This design comes from an exercise in tuning for small area and a short achievable clock period on the open sky130 flow, not from production work. No run shown here included a check of the RTL's function; only the layout flow was run. No activity file was given, so power comes from the tool's default toggle rates.

## flow/design.v (module list and top-level ports; edited modules follow where they fit)
// module halfAdder: 10 lines
// module fullAdder: 11 lines
// module PipelinedRadix4BoothWallace32: 2259 lines
module PipelinedRadix4BoothWallace32
(
    input logic clk,
    input logic run,
    input logic signedFlag,  
    input logic [32 - 1 : 0] multiplicand,
    input logic [32 - 1 : 0] multiplier,
    output logic [64 - 1 : 0] out
);
  // ...
==> flow/run.sh <==
#!/bin/bash
# synth_recipe.tcl (not shown) runs the flow's synth.tcl, then flattens the netlist and writes it again
# the make line also repeats each setting of config.mk as NAME=value (left out here)
make -C /OpenROAD-flow-scripts/flow DESIGN_CONFIG=/design/flow/config.mk WORK_HOME=/design/flow/orfs CLKGATE_MAP_FILE= SYNTH_SCRIPT=/design/flow/synth_recipe.tcl finish
==> flow/config.mk <==
export PLATFORM = sky130hd
export DESIGN_NAME = PipelinedRadix4BoothWallace32
export DESIGN_NICKNAME = PipelinedRadix4BoothWallace32
export VERILOG_FILES = /design/flow/design.v
export SDC_FILE = /design/flow/constraint.sdc
export NUM_CORES = 4
export LEC_CHECK = 0
export ABC_CLOCK_PERIOD_IN_PS = 2400
export CAP_MARGIN = 20
export CORE_MARGIN = 2
export CORE_UTILIZATION = 40
export PLACE_DENSITY = 0.6
export SETUP_SLACK_MARGIN = 1.2
export SLEW_MARGIN = 20
export SYNTH_HIERARCHICAL = 1
export SYNTH_MINIMUM_KEEP_SIZE = 0
==> flow/constraint.sdc <==
create_clock -name core_clock -period 4.2 [get_ports {clk}]
set_input_delay 0.8400 -clock core_clock [delete_from_list [all_inputs] [get_ports {clk}]]
set_output_delay 0.8400 -clock core_clock [all_outputs]
set_load 0.01 [all_outputs]
==> notes.md, run 1 <==
Cell Int Power 24.97 mW; met2 Use GR 29.14%; core area 110,200 um^2; Starting DRT DRC Count 2,348; Simple-Gate Fraction of Synth Area 3.161%; NumNets Final 3,889; fin. max-slew vios 0; hpwl dp 83.42 mm; critical path data arrival time 3.41 ns; Cell Count, Final, Fillers Out 4,775; die width 336.6 um; Hold/Removal Path Class reg2reg; Core Rows 122; final period utilization 71.67%; Worst setup SP type flip-flop; P_seq 12.9 mW; Regs by FF count r2 x299, r3 x137, r5 x64; Switch Pwr 15.56 mW; Starting Density 40.15%; non-clk buf share 5.316%; Reg area 19,430 um^2; status finished clean; Mapped Cells 3,146; Leakage 19.41 nW; crit-path max cell delay 0.57 ns; Syn Nets 3,805; DRC viols 0; leading cell type in the layout, fill and taps excluded edfxtp_1; Final Hold Fails 0; M1 WL 52.11 mm; Tap Cells 1,488; met3 wire length 7.049 mm; Routability Congestion 0.8565; Layout Skew 0.03692 ns; Biggest Area Class multi-input combinational cells; Yosys warning total 7; Synth top area share 43.91%; ClkCell Share 4.999%; Final setup viols 0; top post-synthesis cells by count edfxtp_1, xor2_1, a22o_1; Largest Register r2; Placed Area 47,290 um^2
==> run 2, diff against run 1 <==
--- a/flow/config.mk
+++ b/flow/config.mk
@@ -11,5 +11,5 @@
 export CORE_UTILIZATION = 40
 export PLACE_DENSITY = 0.6
-export SETUP_SLACK_MARGIN = 1.2
+export SETUP_SLACK_MARGIN = 1.8
 export SLEW_MARGIN = 20
 export SYNTH_HIERARCHICAL = 1
==> run 2 against run 1 <==
Sequential power about the same. Via count increased by 6.9%. Total power is 8.4% higher. Critical path depth increased by 1. Core utilization grew 4.7 points. Clock-buffer cell count stayed put. Synthesized area did not move. Die area is the same. Combinational power rose by 19%. Fmax grew 3.3%. Global-route usage up 2.2 points. Critical path type unchanged. Critical endpoint unchanged. Highest routed layer unchanged.
==> notes.md, run 2 <==
peak fanout along the critical path 3 (was 6); Via density 5.604 (was 5.463); Post-CTS Hold Buffers 0 (unchanged); synth top area cells edfxtp_1, fa_1, xor2_1 (unchanged); clock power share 13.9% (was 16.5%); Synth Area in XOR/XNOR 12.17% (unchanged); Setup TNS Final 0 ns (unchanged); Placed Area 47,550 um^2 (was 47,290 um^2); Starting DRT DRC Count 2,605 (was 2,348); core area 110,200 um^2 (unchanged); I/O Pins 131 (unchanged); adder-cell area share of the yosys netlist 24.88% (unchanged); share of cells above drive strength 1 26.33% (was 9.614%); Final setup viols 0 (unchanged); combinational fraction of design power 56.5% (was 51.6%); mux cell area share after synthesis 0% (unchanged); initial antenna violation count 2 (was 1); Layout Skew 0.03454 ns (was 0.03692 ns); Leakage 21.03 nW (was 19.41 nW); most common cell in the netlist edfxtp_1 (unchanged); ys flop type edfxtp_1 (unchanged); NumNets Final 4,094 (was 3,889); Regs by FF count r2 x299, r3 x137, r5 x64 (unchanged); mean post-synth cell area 14.06 um^2 (unchanged); Switch Pwr 17.14 mW (was 15.56 mW); height of the die 336.6 um (unchanged); Seq cells post-synth 647 (unchanged); Simple-Gate Fraction of Synth Area 3.161% (unchanged); hpwl dp 85.55 mm (was 83.42 mm); TritonCTS clock tree yes (unchanged); DRC viols 0 (unchanged); Post-synth EDFFs 647 (unchanged); Total Power 43.93 mW (was 40.52 mW); Cell Int Power 26.79 mW (was 24.97 mW); die area 113,300 um^2 (unchanged); average wire per standard cell 25.33 um (was 22.92 um); Peak supply drop 0.5215 mV (was 0.4389 mV); Seq pwr share 29.6% (was 31.9%); H-tree levels 3 (unchanged); critical path data arrival time 3.30 ns (was 3.41 ns); die width 336.6 um (unchanged); Syn Nets 3,805 (unchanged); clock latency on the worst-skew pair 0.65 ns (about the same); Core Util, Final 50.58% (was 45.88%); register area share after synthesis 43.91% (unchanged); setup ws final 1.285 ns (was 1.190 ns); pre-CTS WS 1.148 ns (was 0.7126 ns); fin area 55,740 um^2 (was 50,560 um^2); Yosys top cell by area edfxtp_1 (unchanged); Yosys warning total 7 (unchanged); Antenna Cells 0 (unchanged); clock slew at reported path FFs 0.06 ns (about the same); status finished clean (unchanged); Mapped Cells 3,146 (unchanged); largest net degree at the start of global routing 96 (was 84); routed via count 27.90k (was 26.08k); maxcap violations 0 (unchanged); GR Util All Layers 21.72% (was 19.48%); CTS buffer count 73 (unchanged); commonest cells after routing, fill and taps aside edfxtp_1, a22o_1, xor2_1 (was edfxtp_1, xor2_1, a22o_1); share of async-settable or async-resettable flops after synthesis 0% (unchanged); total wire length 126.1 mm (was 109.4 mm); Unique masters post-synth 60 (unchanged); Hold/Removal Path Class reg2reg (unchanged); largest family of logic cells by synthesized area adder cells (unchanged); Largest Register r2 (unchanged); clock buffer depth 3 (unchanged); Final Hold Fails 0 (unchanged); Routability Congestion 0.8801 (was 0.8565); Worst setup SP type flip-flop (unchanged); Net Sw Frac 39.02% (was 38.39%); grt total ovfl 0 (unchanged); f_max 0.3430 GHz (was 0.3322 GHz); DRT Pass-1 Iters 6 (was 7); Core Rows 122 (unchanged); P&R area growth vs syn 25.98% (was 14.27%); Starting Density 40.15% (unchanged); cell area after synthesis 44,250 um^2 (unchanged); antenna-violating nets left 0 (unchanged); WS Path Type reg2reg (unchanged); fin crit period 2.915 ns (was 3.010 ns); fin. max-slew vios 0 (unchanged); Worst setup EP type flip-flop (unchanged); Synth top area share 43.91% (unchanged); RSZ-0062 raised after global routing yes (unchanged); Slew HR 31.00% (was 34.98%); CTS sink count 647 (unchanged); leading cell type in the layout, fill and taps excluded edfxtp_1 (unchanged); number of flip-flops in the largest register 299 (unchanged); critical path required time 4.58 ns (was 4.60 ns); root buffer cell clkbuf_16 (unchanged); pwr/cell area 788.1 nW/um^2 (was 801.5 nW/um^2); top post-synthesis cells by count edfxtp_1, xor2_1, a22o_1 (unchanged); vias in the first global route 28.47k (was 27.07k); Least-Margin Pin Slew 1.035 ns (was 0.9754 ns); first-pass GRT wire length 183.5 mm (was 167.9 mm); final period utilization 69.41% (was 71.67%); Synth Area in Compound Gates 13.11% (unchanged); # port buffers 130 (unchanged)
[run 2: cell types whose count changed in the layout (fill, tap and decap cells not counted), moves of 31 or more]
cell / change
buf_16: +33
fa_2: +213
fa_1: -213
xor2_1: -110
xor2_2: +93
buf_6: +60
buf_4: +53
clkdlybuf4s50_1: -31
buf_12: +42
[run 2: Yosys stat by module, one instance, submodules excluded]
module                         flip-flops and latches  copies in the design  cells
halfAdder                                           0                    31      1
fullAdder                                           0                   479      1
PipelinedRadix4BoothWallace32                     647                     1   2636
[run 2: through the flow]
step	instances	hold slack, ns
2_1_floorplan	3146	0.4003
3_3_place_gp	4603	0.4006
3_5_place_dp	4604	0.4045
4_1_cts	4916	0.4099
5_1_grt	4978	0.4268
6_report	4978	0.4122
[run 2: routing by layer]
metal,vias up,part of all wire [%],track usage (%)
met2,1361,42,31.06
met3,255,9.5,4.549
met4,0,3.4,5.984
met5,-,0,0
met1,14320,45,33.25
li1,11960,-,-
[run 2: power groups by stage]
| stage | combinational, mW | clock [mW] | sequential [mW] |
|---|---|---|---|
| 2_1_floorplan | 14.0 | 0 | 12.7 |
| 3_3_place_gp | 19.9 | 0 | 13.3 |
| 3_5_place_dp | 20.2 | 0 | 13.4 |
| 4_1_cts | 22.8 | 6.26 | 13.0 |
| 5_1_grt | 27.4 | 6.47 | 13.3 |
| 6_report | 24.8 | 6.09 | 13.0 |
[run 2: area by class of cell]
cell class	instances	area, um^2
Tap cell	1488	1862
Inverter	51	193.9
Clock buffer	84	1868
Multi-Input combinational cell	2176	26180
Sequential cell	647	19430
Fill cell	9363	54470
Clock inverter	46	359.1
Timing Repair Buffer	486	5852
[run 2: kinds of logic (layout without fill, tap and decap cells)]
family / Yosys count / in the layout
fa+ha+maj: 592 / 592
buf+inv: 323 / 667
compound gates: 715 / 715
flops: 647 / 647
simple gates: 254 / 254
xor+xnor: 615 / 615
[run 2: critical path, cell delays in order (launching register included)]
cell and delay [ns]:
edfxtp_1 0.40, fa_1 0.54, ha_4 0.19, fa_2 0.37, a211oi_4 0.29, o21ai_2 0.14
nand3_2 0.12, nand2_4 0.08, a221oi_4 0.30, o21bai_1 0.11, xnor2_1 0.13
[run 2: repair_timing]
| item | in CTS | in global routing |
|---|---|---|
| resized for setup | 431 | 269 |
| cloned | 30 | 11 |
| pin swaps | 264 | 265 |
| setup endpoints to repair | 319 | 258 |
| endpoints found under the hold margin | 0 | 0 |
| buffers inserted | 152 | 51 |
[run 2: path summary, 6_finish.rpt]
kind                                  startpoint                  end  slack [ns]  cells past startpoint
worst max-delay path            r3[65]$_DFFE_PP_  r4_hi[26]$_DFFE_PP_        1.28                     10
worst min-delay path            r2[33]$_DFFE_PP_     r3[22]$_DFFE_PP_        0.41                      0
worst max register to register  r3[65]$_DFFE_PP_  r4_hi[26]$_DFFE_PP_        1.28                     10
worst min register to register  r2[33]$_DFFE_PP_     r3[22]$_DFFE_PP_        0.41                      0

==> what the ideal ports hide <==
The results above use ideal ports. As a check the final layouts listed here were re-extracted and re-timed, cells and wires unchanged. Step 1 sets driving cells, clkbuf_16 on the clock port and buf_2 on the other inputs (assumed; they add their load-dependent delay and slew). Step 2 moves the port delays by t, midway between the first and last clock arrival at a register: inputs arrive t later, outputs are due t later. That takes back most of the time a late clock gives input paths. Slacks: ideal / step 1 / step 2; pairs: ideal / step 1.
| run | t (ns) | setup WS [ns] | hold slack, ns | worst register clock-pin slew, ns | pins driven straight from the clock port |
|---|---|---|---|---|---|
| run 1 | 0.709 | 1.190 / 1.190 / 1.190 | 0.416 / 0.416 / 0.416 | 0.06 / 0.06 | 1 |
| run 2 | 0.711 | 1.285 / 1.285 / 1.285 | 0.412 / 0.412 / 0.412 | 0.07 / 0.07 | 1 |
After both steps every run listed still meets setup and hold.
